What follows belongs to an exercise in optimizing a design on an open flow for small area, a short achievable clock period and few clock cycles; a production flow would make more cautious choices.
Only simulation tests tie the RTL to the original design; equivalence was not proved.
No activity file was given, so power comes from the tool's default toggle rates.

<file path="flow/constraint.sdc">
create_clock -name core_clock -period 17.0 [get_ports {clk}]
set_input_delay 3.4000 -clock core_clock [delete_from_list [all_inputs] [get_ports {clk}]]
set_output_delay 3.4000 -clock core_clock [all_outputs]
set_load 0.01 [all_outputs]
</file>
<file path="flow/flow/downsize.tcl">
# Downsize every standard cell to the smallest cell of the same function.
proc my_downsize_all {} {
  set total 0
  set changed 0
  foreach inst [get_cells *] {
    set lc [get_lib_cells -of_objects $inst]
    if {$lc == "NULL" || $lc == ""} { continue }
    set name [get_name $lc]
    if {![regexp {^(sky130_fd_sc_hd__[a-z0-9]+)_([0-9]+)$} $name -> base drv]} { continue }
    set best $name
    set barea [get_property $lc area]
    foreach c [get_lib_cells */${base}_*] {
      set cn [get_name $c]
      if {![regexp "^${base}_\[0-9\]+\$" $cn]} { continue }
      if {[string match "*lpflow*" $cn] || [string match "*probe*" $cn]} { continue }
      set a [get_property $c area]
      if {$a < $barea} { set best $cn; set barea $a }
    }
    if {$best ne $name} {
      replace_cell $inst $best
      incr changed
    }
  }
  puts "my_downsize_all: replaced $changed cells"
}
my_downsize_all
</file>
<file path="flow/standard.sh">
#!/bin/bash
# synth_recipe.tcl (not shown) runs the flow's synth.tcl, then flattens the netlist and writes it again
# the make line also repeats each setting of config.mk as NAME=value (left out here)
make -C /OpenROAD-flow-scripts/flow DESIGN_CONFIG=/design/flow/config.mk WORK_HOME=/design/flow/orfs CLKGATE_MAP_FILE= SYNTH_SCRIPT=/design/flow/synth_recipe.tcl "${@:-finish}"
</file>
<file path="flow/flow/run.sh">
#!/bin/bash
# Standard layout with a small buffer on every port; after floorplan every
# cell is downsized to its smallest variant, and the later timing repairs
# size the critical ones back up.
set -euo pipefail
HERE=$(pwd)
export BUFFER_PORTS_ARGS="-buffer_cell sky130_fd_sc_hd__buf_1"
export POST_FLOORPLAN_TCL=$HERE/flow/downsize.tcl
export SETUP_SLACK_MARGIN=${SETUP_SLACK_MARGIN:-12.5}
bash standard.sh > standard.log 2>&1
</file>
<file path="flow/design.v">
function tp_(input [1:0] t); tp_ = t[0] & !t[1]; endfunction
function tn_(input [1:0] t); tn_ = t[1]; endfunction
function tz_(input [1:0] t); tz_ = !t[0]; endfunction
function [3:0] tfa(input [1:0] a, input [1:0] b, input cp, input ge);
	reg w2, w1, w0, wm1, wm2, c1, c0, cm, sp, sn, cpo, geo;
	begin
		w2 = tp_(a) & tp_(b);
		wm2 = tn_(a) & tn_(b);
		w1 = (tp_(a) & tz_(b)) | (tz_(a) & tp_(b));
		wm1 = (tn_(a) & tz_(b)) | (tz_(a) & tn_(b));
		w0 = !(w2 | wm2 | w1 | wm1);
		c1 = cp;
		c0 = ge & !cp;
		cm = !ge;
		sp = (w1 & c0) | (w0 & c1) | (w2 & cm) | (wm2 & c0) | (wm1 & cm);
		sn = (wm1 & c0) | (w0 & cm) | (wm2 & c1) | (w2 & c0) | (w1 & c1);
		cpo = (w2 & ge) | (w1 & cp);
		geo = !((wm2 & !cp) | (wm1 & !ge));
		tfa = {cpo, geo, sn, sp | sn};
	end
endfunction
`timescale 1ps / 1ps
`default_nettype none
module trisign #(parameter N = 9) (
	input wire [N-1:0] p,
	input wire [N-1:0] n,
	output reg pos,
	output reg neg
);
integer i;
always @* begin
	pos = 0;
	neg = 0;
	for (i = 0; i < N; i = i + 1) begin
		if (p[i] | n[i]) begin
			pos = p[i];
			neg = n[i];
		end
	end
end
endmodule
`timescale 1ps / 1ps
`default_nettype none
module trimuldiv (
	input wire clk,
	input wire rst,
	input wire mul_start,
	input wire div_start,
	input wire [17:0] lhs,
	input wire [17:0] rhs,
	output wire mul_done,
	output wire [17:0] mul_res,
	output wire signed [1:0] mul_sf,
	output wire div_done,
	output wire div_by0,
	output wire [17:0] div_quo,
	output wire signed [1:0] div_quo_sf,
	output wire [17:0] div_rem,
	output wire signed [1:0] div_rem_sf
);
function tp_(input [1:0] t); tp_ = t[0] & !t[1]; endfunction
function tn_(input [1:0] t); tn_ = t[1]; endfunction
function tz_(input [1:0] t); tz_ = !t[0]; endfunction
function [3:0] tfa(input [1:0] a, input [1:0] b, input cp, input ge);
	reg w2, w1, w0, wm1, wm2, c1, c0, cm, sp, sn, cpo, geo;
	begin
		w2 = tp_(a) & tp_(b);
		wm2 = tn_(a) & tn_(b);
		w1 = (tp_(a) & tz_(b)) | (tz_(a) & tp_(b));
		wm1 = (tn_(a) & tz_(b)) | (tz_(a) & tn_(b));
		w0 = !(w2 | wm2 | w1 | wm1);
		c1 = cp;
		c0 = ge & !cp;
		cm = !ge;
		sp = (w1 & c0) | (w0 & c1) | (w2 & cm) | (wm2 & c0) | (wm1 & cm);
		sn = (wm1 & c0) | (w0 & cm) | (wm2 & c1) | (w2 & c0) | (w1 & c1);
		cpo = (w2 & ge) | (w1 & cp);
		geo = !((wm2 & !cp) | (wm1 & !ge));
		tfa = {cpo, geo, sn, sp | sn};
	end
endfunction
integer i;
reg [17:0] R;
reg [17:0] Q;
reg [17:0] D;
reg [3:0] cnt;
reg busy;
reg isdiv;
reg dm, dd;
reg dz;
reg [1:0] S;	 
reg ng;		 
reg [1:0] QS;	 
reg [1:0] MS;	 
wire [1:0] qtop = Q[17:16];
wire tp = isdiv & tp_(qtop);
wire tn = isdiv & tn_(qtop);
wire [17:0] R1 = {R[15:0], tn, tp | tn};
wire [17:0] Q1 = {Q[15:0], 2'b00};
wire s_pos = tp_(S);
wire s_neg = tn_(S);
reg [8:0] dp, dn, q1p, q1n;
always @* begin
	for (i = 0; i < 9; i = i + 1) begin
		dp[i] = tp_(D[2*i+:2]);
		dn[i] = tn_(D[2*i+:2]);
		q1p[i] = tp_(Q1[2*i+:2]);
		q1n[i] = tn_(Q1[2*i+:2]);
	end
end
wire d_pos, d_neg;
trisign sgn_d(.p(dp), .n(dn), .pos(d_pos), .neg(d_neg));
wire q1_pos, q1_neg;
trisign sgn_q1(.p(q1p), .n(q1n), .pos(q1_pos), .neg(q1_neg));
reg [17:0] N;
always @* begin
	for (i = 0; i < 9; i = i + 1)
		N[2*i+:2] = {D[2*i+1] ^ (ng & D[2*i]), D[2*i]};
end
reg [17:0] L;
reg cp, ge;
reg [3:0] fa;
always @* begin
	cp = 0;
	ge = 1;
	for (i = 0; i < 9; i = i + 1) begin
		fa = tfa(R1[2*i+:2], N[2*i+:2], cp, ge);
		L[2*i+:2] = fa[1:0];
		cp = fa[3];
		ge = fa[2];
	end
end
reg [8:0] lp, ln, wp, wn;
always @* begin
	for (i = 0; i < 9; i = i + 1) begin
		lp[i] = tp_(L[2*i+:2]);
		ln[i] = tn_(L[2*i+:2]);
		wp[i] = (tp_(R1[2*i+:2]) & !ln[i]) | (lp[i] & !tn_(R1[2*i+:2]));
		wn[i] = (tn_(R1[2*i+:2]) & !lp[i]) | (ln[i] & !tp_(R1[2*i+:2]));
	end
end
wire l_pos, l_neg, w_pos, w_neg;
trisign sgn_l(.p(lp), .n(ln), .pos(l_pos), .neg(l_neg));
trisign sgn_w(.p(wp), .n(wn), .pos(w_pos), .neg(w_neg));
wire w_zero = !w_pos && !w_neg;
wire choose_div = (w_pos && s_pos) || (w_neg && s_neg)
	|| (w_zero && ((q1_pos && s_pos) || (q1_neg && s_neg)));
wire choose = isdiv ? choose_div : qtop[0];
wire qt_nz = isdiv && choose_div;
wire [1:0] qtrit = {qt_nz & !ng, qt_nz};
wire [17:0] R_next = choose ? L : R1;
wire [17:0] Q_next = {Q[15:0], qtrit};
wire tx = isdiv && cnt != 0;
wire txp = tx & tp_(Q[15:14]);
wire txn = tx & tn_(Q[15:14]);
wire sa_pos = l_pos | (!l_neg & txp);	 
wire sa_neg = l_neg | (!l_pos & txn);
wire sb_pos = s_pos | (!s_neg & txp);	 
wire sb_neg = s_neg | (!s_pos & txn);
wire sn_pos = choose ? sa_pos : sb_pos;
wire sn_neg = choose ? sa_neg : sb_neg;
wire ng_a = sa_pos ^ d_neg;
wire ng_b = sb_pos ^ d_neg;
wire ng_next = isdiv ? (choose_div ? ng_a : ng_b) : Q[15];
reg [8:0] rp_in, rn_in;
always @* begin
	for (i = 0; i < 9; i = i + 1) begin
		rp_in[i] = tp_(rhs[2*i+:2]);
		rn_in[i] = tn_(rhs[2*i+:2]);
	end
end
wire rhs_pos, rhs_neg;
trisign sgn_rhs(.p(rp_in), .n(rn_in), .pos(rhs_pos), .neg(rhs_neg));
wire ng_start = lhs[17] ^ (div_start & !rhs_neg);
wire start = mul_start | div_start;
always @(posedge clk) begin
	if (busy) begin
		R <= R_next;
		Q <= Q_next;
		S <= {sn_neg, sn_pos | sn_neg};
		ng <= ng_next;
		if (!QS[0])
			QS <= qtrit;
		if (!MS[0])
			MS <= {(tp_(qtop) & d_neg) | (tn_(qtop) & d_pos),
				(tp_(qtop) & d_pos) | (tn_(qtop) & d_neg) | (tp_(qtop) & d_neg) | (tn_(qtop) & d_pos)};
		cnt <= cnt - 1;
	end else begin
		R <= 0;
		Q <= lhs;
		D <= rhs;
		S <= lhs[17:16];
		ng <= ng_start;
		QS <= 0;
		MS <= 0;
		isdiv <= div_start;
		cnt <= 8;
	end
	dz <= !(|D);
	if (rst) begin
		busy <= 0;
		dm <= 0;
		dd <= 0;
	end else begin
		busy <= busy ? (cnt != 0) : start;
		dm <= busy && cnt == 0 && !isdiv;
		dd <= busy && cnt == 0 && isdiv;
	end
end
assign mul_done = dm;
assign mul_res = R;
assign mul_sf = MS;
assign div_done = dd;
assign div_by0 = dz;
assign div_quo = Q;
assign div_rem = R;
assign div_quo_sf = QS;
assign div_rem_sf = S;
endmodule
</file>
<file path="flow/config.mk">
export PLATFORM = sky130hd
export DESIGN_NAME = trimuldiv
export DESIGN_NICKNAME = trimuldiv
export VERILOG_FILES = /design/flow/design.v
export SDC_FILE = /design/flow/constraint.sdc
export NUM_CORES = 4
export LEC_CHECK = 0
export ABC_AREA = 1
export CAP_MARGIN = 20
export CORE_MARGIN = 2
export CORE_UTILIZATION = 40
export SLEW_MARGIN = 20
</file>
==> flow_summary.json, run 1 <==
{
  "status": "no timing/DRC/antenna violations",
  "htreeDepth": 3,
  "dieArea_um2": 12860,
  "path_max_fanout": 2,
  "start_util_pct": 41.40,
  "synth_top_area_cell": "dfxtp_1",
  "avgSynthCellArea_um2": 6.445,
  "fmax_mhz": 214.2,
  "ys_warn_count": 2,
  "synth_top_area_share_pct": 21.32,
  "min_path_type": "flop to flop",
  "grt_usage_pct": 20.99,
  "fillers": 1225,
  "critPathCaptureType": "flop",
  "cp-start-kind": "input port",
  "clk_latency_ns": 0.34,
  "design_area_um2": 5396,
  "cts_root_buf": "clkbuf_16",
  "powerDensity_nw_per_um2": 201.8,
  "wl_per_cell_um": 14.25,
  "relSlewSlack_pct": 29.88,
  "reg2regPathDepth": 34,
  "rsz0062_at_grt": "yes",
  "clock_path_buffers": 2,
  "synth.net_count": 784,
  "ir_drop_v": 0.00008659,
  "syn_inst": 743,
  "dpl.hpwl_mm": 10.20,
  "ys_ff_latch": 70,
  "clkSinkCount": 70,
  "fin_crit_sh_pct": 27.47,
  "num_io_pins": 103,
  "synth_area_um2": 4788,
  "clk_pin_slew_ns": 0.06,
  "maxCapViolations": 0,
  "grt_overflow_total": 0,
  "grt_pass1_wl_mm": 21.58,
  "grt_max_degree": 59,
  "fin_setup_tns_ns": 0,
  "drc": 0,
  "rows": 39,
  "place_area_um2": 4898,
  "synth_edf_count": 19,
  "first_iter_violations": 422,
  "ys.flop_type": "dfxtp_1",
  "whs_path_depth": 1,
  "io_buffers": 102,
  "antenna_found_initial": 0,
  "antenna_cells": 0,
  "cp.required_ns": 17.28,
  "drive_gt1_share_pct": 6.538,
  "fp.dieW_um": 113.4,
  "p_leak_nw": 2.606,
  "core-area_um2": 11560,
  "vias": 4985,
  "synth-seq-area-share_pct": 33.24,
  "worstMarginPinSlew_ns": 1.050,
  "grt_pass1_vias": 4555,
  "routed_wirelength_mm": 13.81,
  "num-nets-final": 862,
  "fp.dieH_um": 113.4,
  "finalCriticalPeriod_ns": 4.669,
  "dr.pass1.iters": 5,
  "setup_violations": 0,
  "synth_cell_types": 41,
  "synthTopCellsByArea": "dfxtp_1 (21%), nand2_1 (15%), edfxtp_1 (12%)",
  "syn2layout_area_growth_pct": 12.70,
  "cts_tree": "yes",
  "final_antenna_net_count": 0,
  "viasPerCell": 5.144,
  "drv_slew": 0,
  "numCtsBuffers": 9,
  "hold_violations": 0,
  "place.gp.congestion": 0.9446,
  "finClkSkew_ns": 0.005855,
  "arrival_ns": 4.95,
  "async_flop_share_pct": 0,
  "path_class": "input port to flop"
}
-- worst max-delay path: stages --
cell	delay [ns]
buf_6	0.09
o21bai_1	0.15
a21oi_2	0.18
o21bai_1	0.11
a21oi_1	0.15
o21bai_1	0.08
a21oi_1	0.15
nor2_1	0.06
nor2_1	0.17
o211ai_1	0.13
a21oi_1	0.14
o21ai_1	0.08
nand2_1	0.06
-- timing repair --
| action | in CTS | in global routing |
|---|---|---|
| pin swaps | 0 | 2 |
| setup endpoints to repair | 21 | 26 |
| gates cloned | 0 | 1 |
| hold buffers | 0 | 0 |
| gates resized for setup | 4 | 33 |
| setup buffers | 0 | 8 |
-- cells in the final DEF, fill, tap and decap left out, types with 4 or more instances in the layout --
cell type	count
buf_4	8
a31oi_1	5
inv_1	93
inv_2	5
nand3_2	4
dfxtp_1	48
nand3_1	73
nand2_1	220
a21boi_0	4
buf_1	100
nor2_1	70
a21oi_1	38
edfxtp_1	19
clkbuf_16	10
nor3_1	6
o22ai_1	9
xor2_1	4
nand2_2	5
o21ai_1	14
o21bai_1	6
o21ai_0	49
-- worst paths after layout --
check	startpoint	end	slack (ns)
max	rhs[3]	ng$_DFF_P_	12.33
min reg2reg	cnt[0]$_SDFF_PN0_	cnt[0]$_SDFF_PN0_	0.42
min	cnt[0]$_SDFF_PN0_	cnt[0]$_SDFF_PN0_	0.42
max reg2reg	D[0]$_DFFE_PN_	R[5]$_SDFF_PN0_	12.88
-- state kept, by name (all words and copies together), names as in the netlist --
| register | count |
|---|---|
| dm | 1 |
| ng | 1 |
| busy | 1 |
| cnt | 4 |
| MS | 2 |
| R | 18 |
| D | 18 |
| S | 2 |
| Q | 18 |
| dz | 1 |
| isdiv | 1 |
| QS | 2 |
| dd | 1 |
-- synthesized netlist by cell type, types with 3 or more instances --
cell type,count
inv_2,4
inv_1,94
a21boi_0,4
clkbuf_1,5
edfxtp_1,19
o22ai_1,9
o21ai_0,50
o21bai_1,6
dfxtp_1,51
a31oi_1,5
nand2_1,194
buf_6,3
nor3_1,6
nor2_1,70
o21ai_1,13
xor2_1,4
nand3_1,75
buf_4,35
nand2_2,30
a21oi_1,39
-- through the flow --
stage | hold slack (ns) | power (mW) | utilization (%) | setup slack [ns] | std cells
finish | 0.4159 | 1.089 | 46.66 | 12.33 | 969
global route | 0.4266 | 1.199 | 46.66 | 12.23 | 969
CTS | 0.4173 | 1.034 | 45.01 | 12.38 | 960
detailed placement | 0.4080 | 0.8412 | 42.36 | 11.81 | 944
global placement | 0.4042 | 0.8370 | 42.36 | 11.99 | 944
floorplan | 0.3925 | 0.7578 | - | 12.45 | 743
-- kinds of logic (layout without fill, tap and decap cells) --
logic type                 Yosys count  in the layout  synth area share, %
DFF                                 70             70                33.24
xor gates and xnor gates             4              4               0.7316
adders and majority gates            1              1               0.2613
AOI/OAI and AO/OA                  135            135                15.76
and+or+nand+nor                    388            389                35.38
buffers and inverters              145            227                14.63
-- layout make-up --
| cell class | count | area [um^2] | area share [%] |
|---|---|---|---|
| sequential | 70 | 1598 | 29.61 |
| tap | 143 | 178.9 | 3.316 |
| timing repair buffer | 111 | 478.0 | 8.857 |
| clock inverter | 4 | 27.53 | 0.5101 |
| clock buffer | 12 | 267.8 | 4.962 |
| multi-input combinational | 529 | 2464 | 45.65 |
| inverter | 100 | 382.9 | 7.095 |
-- layer usage --
layer / routed length, um / vias up / track usage (%)
met4: 176 / 0 / 6.260
met3: 1050 / 17 / 5.632
met2: 6235 / 188 / 33.29
li1: - / 2536 / -
met5: 0 / - / 0
met1: 6346 / 2244 / 28.18
-- power by group --
part | internal, mW | switching (mW) | leakage [nW]
Sequential | 0.212 | 0.0502 | 0.614
Combinational | 0.212 | 0.430 | 1.85
Clock | 0.112 | 0.0741 | 0.144
Total | 0.535 | 0.554 | 2.61
Testbench counts, summed over its fixed seeds: cycles 35,200.
==> run 2: changes to the inputs <==
--- a/flow/design.v
+++ b/flow/design.v
@@ -25,18 +25,20 @@
 	input wire [N-1:0] p,
 	input wire [N-1:0] n,
-	output reg pos,
-	output reg neg
+	output wire pos,
+	output wire neg
 );
-integer i;
-always @* begin
-	pos = 0;
-	neg = 0;
-	for (i = 0; i < N; i = i + 1) begin
-		if (p[i] | n[i]) begin
-			pos = p[i];
-			neg = n[i];
-		end
-	end
-end
+generate
+	if (N == 1) begin : leaf
+		assign pos = p[0];
+		assign neg = n[0];
+	end else begin : node
+		localparam NL = N / 2;
+		wire lp, ln, hp, hn;
+		trisign #(.N(NL)) lo(.p(p[NL-1:0]), .n(n[NL-1:0]), .pos(lp), .neg(ln));
+		trisign #(.N(N-NL)) hi(.p(p[N-1:NL]), .n(n[N-1:NL]), .pos(hp), .neg(hn));
+		assign pos = hp | (!hn & lp);
+		assign neg = hn | (!hp & ln);
+	end
+endgenerate
 endmodule
 `timescale 1ps / 1ps
@@ -88,5 +90,6 @@
 reg isdiv;
 reg dm, dd;
-reg dz;
+reg dz;		 
+reg dneg;	 
 reg [1:0] S;	 
 reg ng;		 
@@ -100,15 +103,13 @@
 wire s_pos = tp_(S);
 wire s_neg = tn_(S);
-reg [8:0] dp, dn, q1p, q1n;
-always @* begin
-	for (i = 0; i < 9; i = i + 1) begin
-		dp[i] = tp_(D[2*i+:2]);
-		dn[i] = tn_(D[2*i+:2]);
+reg [8:0] q1p, q1n;
+always @* begin
+	for (i = 0; i < 9; i = i + 1) begin
 		q1p[i] = tp_(Q1[2*i+:2]);
 		q1n[i] = tn_(Q1[2*i+:2]);
 	end
 end
-wire d_pos, d_neg;
-trisign sgn_d(.p(dp), .n(dn), .pos(d_pos), .neg(d_neg));
+wire d_neg = dneg;
+wire d_pos = !dneg & !dz;
 wire q1_pos, q1_neg;
 trisign sgn_q1(.p(q1p), .n(q1n), .pos(q1_pos), .neg(q1_neg));
@@ -190,4 +191,6 @@
 		Q <= lhs;
 		D <= rhs;
+		dz <= !rhs_pos & !rhs_neg;
+		dneg <= rhs_neg;
 		S <= lhs[17:16];
 		ng <= ng_start;
@@ -197,5 +200,4 @@
 		cnt <= 8;
 	end
-	dz <= !(|D);
 	if (rst) begin
 		busy <= 0;
--- a/flow/flow/run.sh
+++ b/flow/flow/run.sh
@@ -7,4 +7,4 @@
 export BUFFER_PORTS_ARGS="-buffer_cell sky130_fd_sc_hd__buf_1"
 export POST_FLOORPLAN_TCL=$HERE/flow/downsize.tcl
-export SETUP_SLACK_MARGIN=${SETUP_SLACK_MARGIN:-12.5}
+export SETUP_SLACK_MARGIN=${SETUP_SLACK_MARGIN:-0}
 bash standard.sh > standard.log 2>&1
==> run 2 against run 1 <==
Combinational power down 8.6%; setup slack worse by 0.77 ns; synthesized area up 6.3%; critical path type is now flop to flop; largest power group unchanged.
==> flow_summary.json, run 2 <==
{
  "start_util_pct": 40.65,
  "antenna_cells": 0,
  "status": "no timing/DRC/antenna violations",
  "viasPerCell": 4.720,
  "htreeDepth": 3,
  "relSlewSlack_pct": 38.96,
  "final_antenna_net_count": 0,
  "cp_slowest_cell": "nand2_1",
  "path_max_fanout": 28,
  "antenna_found_initial": 0,
  "ys.flop_type": "dfxtp_1",
  "numCtsBuffers": 9,
  "fillers": 1373,
  "core-area_um2": 12520,
  "post_cts_buffers": 0,
  "cts_root_buf": "clkbuf_16",
  "clk_latency_ns": 0.34,
  "first_iter_violations": 297,
  "dieArea_um2": 13640,
  "cts_resized": 0,
  "synth_top_area_share_pct": 19.67,
  "drv_slew": 0,
  "syn_inst": 715,
  "met1_length_mm": 5.853,
  "route.met3.wl_um": 378,
  "final_common_cell": "nand2_1",
  "synth_top_area_cell": "dfxtp_1",
  "synth_area_um2": 5089,
  "ys_warn_count": 1,
  "worstMarginPinSlew_ns": 0.9156,
  "arrival_ns": 5.66,
  "vias": 4531,
  "fin_crit_sh_pct": 32.00,
  "grt_usage_pct": 17.67,
  "cp_common_cell": "nand2_1",
  "reg_top3": "D (18), Q (18), R (18)",
  "final_cell_mix": "nand2_1 (203), buf_1 (102), inv_1 (98)",
  "grt_pass1_vias": 4027,
  "cts_tree": "yes",
  "min_path_type": "flop to flop",
  "ys_ff_latch": 71,
  "synth_edf_count": 21,
  "synth_cell_types": 49,
  "setup_violations": 0,
  "place.gp.congestion": 0.8817,
  "path_class": "flop to flop",
  "clk_pin_slew_ns": 0.06,
  "dr.pass1.iters": 4,
  "grt_overflow_total": 0,
  "clock_path_buffers": 2,
  "synth-seq-area-share_pct": 32.06,
  "maxCapViolations": 0,
  "yosys-top-cells-count": "nand2_1 (158), inv_1 (99), nor2_1 (69), dfxtp_1 (50), o21ai_0 (43)",
  "wl_per_cell_um": 12.36,
  "grt_pass1_wl_mm": 18.95,
  "async_flop_share_pct": 0,
  "p_leak_nw": 2.448,
  "synth_most_common_cell": "nand2_1",
  "syn2layout_area_growth_pct": 2.041,
  "num_io_pins": 103,
  "fp.dieW_um": 116.8,
  "io_buffers": 102,
  "synthTopCellsByArea": "dfxtp_1 (20%), edfxtp_1 (12%), nand2_1 (12%)",
  "top_layer": "met4",
  "ir_drop_v": 0.00006068,
  "holdBufCountCts": 0,
  "synth.net_count": 756,
  "drive_gt1_share_pct": 3.934,
  "cp-start-kind": "flop",
  "critPathMaxStageDelay_ns": 0.66,
  "dpl.hpwl_mm": 9.090,
  "hold_violations": 0,
  "grt_max_degree": 62,
  "finalCriticalPeriod_ns": 5.439,
  "fp.dieH_um": 116.8,
  "fmax_mhz": 183.8,
  "clkSinkCount": 71,
  "num-nets-final": 824,
  "final_core_util_pct": 41.48,
  "critPathCaptureType": "flop",
  "fin_setup_tns_ns": 0,
  "routed_wirelength_mm": 11.87,
  "rows": 41,
  "avgSynthCellArea_um2": 7.117,
  "route.met2.wl_mm": 5.447,
  "powerDensity_nw_per_um2": 202.0,
  "finClkSkew_ns": 0.009251,
  "rsz0062_at_grt": "no",
  "cp.required_ns": 17.22,
  "drc": 0
}
## run 2: final cells by class
class	instances	area (um^2)	area share, %
Clock buffer	11	254.0	4.892
Clock inverter	5	63.81	1.229
Inverter	111	417.9	8.048
Multi-Input combinational cell	488	2226	42.87
Sequential cell	71	1633	31.45
Tap cell	172	215.2	4.145
Timing Repair Buffer	102	382.9	7.373
## run 2: worst paths after layout
| check | slack, ns | cells after the start | startpoint | endpoint |
|---|---|---|---|---|
| hold reg to reg | 0.41 | 1 | cnt[0]$_SDFF_PN0_ | cnt[0]$_SDFF_PN0_ |
| setup / recovery | 11.56 | 38 | ng$_DFF_P_ | R[16]$_SDFF_PN0_ |
| setup reg to reg | 11.56 | 38 | ng$_DFF_P_ | R[16]$_SDFF_PN0_ |
| hold / removal | 0.41 | 1 | cnt[0]$_SDFF_PN0_ | cnt[0]$_SDFF_PN0_ |
## run 2: cell families (layout without fill, tap and decap cells)
family	after synthesis	count (layout)	share of synthesized area, %
AOI/OAI and AO/OA	133	133	16.13
xor gates and xnor gates	4	4	0.8362
adders and majority gates	1	1	0.2458
buffers and inverters	156	229	15.37
DFF	71	71	32.06
and+or+nand+nor	350	350	35.36
## run 2: power by group
| group | total, mW | leakage (nW) | switching (mW) | internal [mW] |
|---|---|---|---|---|
| combinational | 0.586 | 1.67 | 0.394 | 0.191 |
| sequential | 0.263 | 0.625 | 0.0497 | 0.213 |
| clock | 0.201 | 0.151 | 0.0770 | 0.124 |
## run 2: layer usage
layer	vias up	track usage [%]
met4	0	6.118
li1	2422	-
met2	88	28.67
met1	2010	24.26
met5	-	0
met3	11	2.420
## run 2: critical path: cells and delay by family, from the launching register on
| family | cells | cell delay [ns] |
|---|---|---|
| AOI/OAI and AO/OA | 1 | 0.08 |
| buffers and inverters | 3 | 0.36 |
| DFF | 1 | 0.65 |
| and+or+nand+nor | 34 | 4.20 |
## run 2: metrics by stage
| stage | hold WS [ns] | instance area (um^2) | total power [mW] | setup slack, ns | cells |
|---|---|---|---|---|---|
| final | 0.4111 | 5192 | 1.049 | 11.56 | 960 |
| after global routing | 0.4334 | 5192 | 1.155 | 10.81 | 960 |
| after CTS | 0.4118 | 5190 | 1.048 | 11.60 | 960 |
| after detailed placement | 0.4040 | 4872 | 0.8449 | 11.64 | 944 |
| after global placement | 0.4009 | 4872 | 0.8476 | 11.81 | 944 |
| after floorplan | 0.3925 | 5089 | 0.8313 | 12.53 | 715 |
Testbench counts of run 2, summed over its fixed seeds: cycles 35,200.

==> static timing again, ports no longer ideal <==
How much do the figures lean on ideal ports? The routed layouts below were timed once more, with nothing changed but the port constraints. Step 1 assumes that a clkbuf_16 drives the clock port and a buf_2 every other input. Step 2 also shifts input and output timing later by t, the mid clock arrival at the registers, as if the neighbouring blocks saw the same clock. Slacks: no drivers / after step 1 / after step 2; pairs: no drivers / after step 1.
run	t (ns)	slack for setup (ns)	hold slack, ns	slew at the worst register clock pin (ns)
run 1	0.376	12.331 / 12.335 / 11.959	0.416 / 0.416 / 0.416	0.06 / 0.06
run 2	0.374	11.561 / 11.561 / 11.561	0.411 / 0.411 / 0.411	0.06 / 0.06
After both steps setup and hold are still met in every run listed. The setup slack of run 1, which loses most, moves by +0.004 ns with the drivers and by -0.372 ns with both steps.
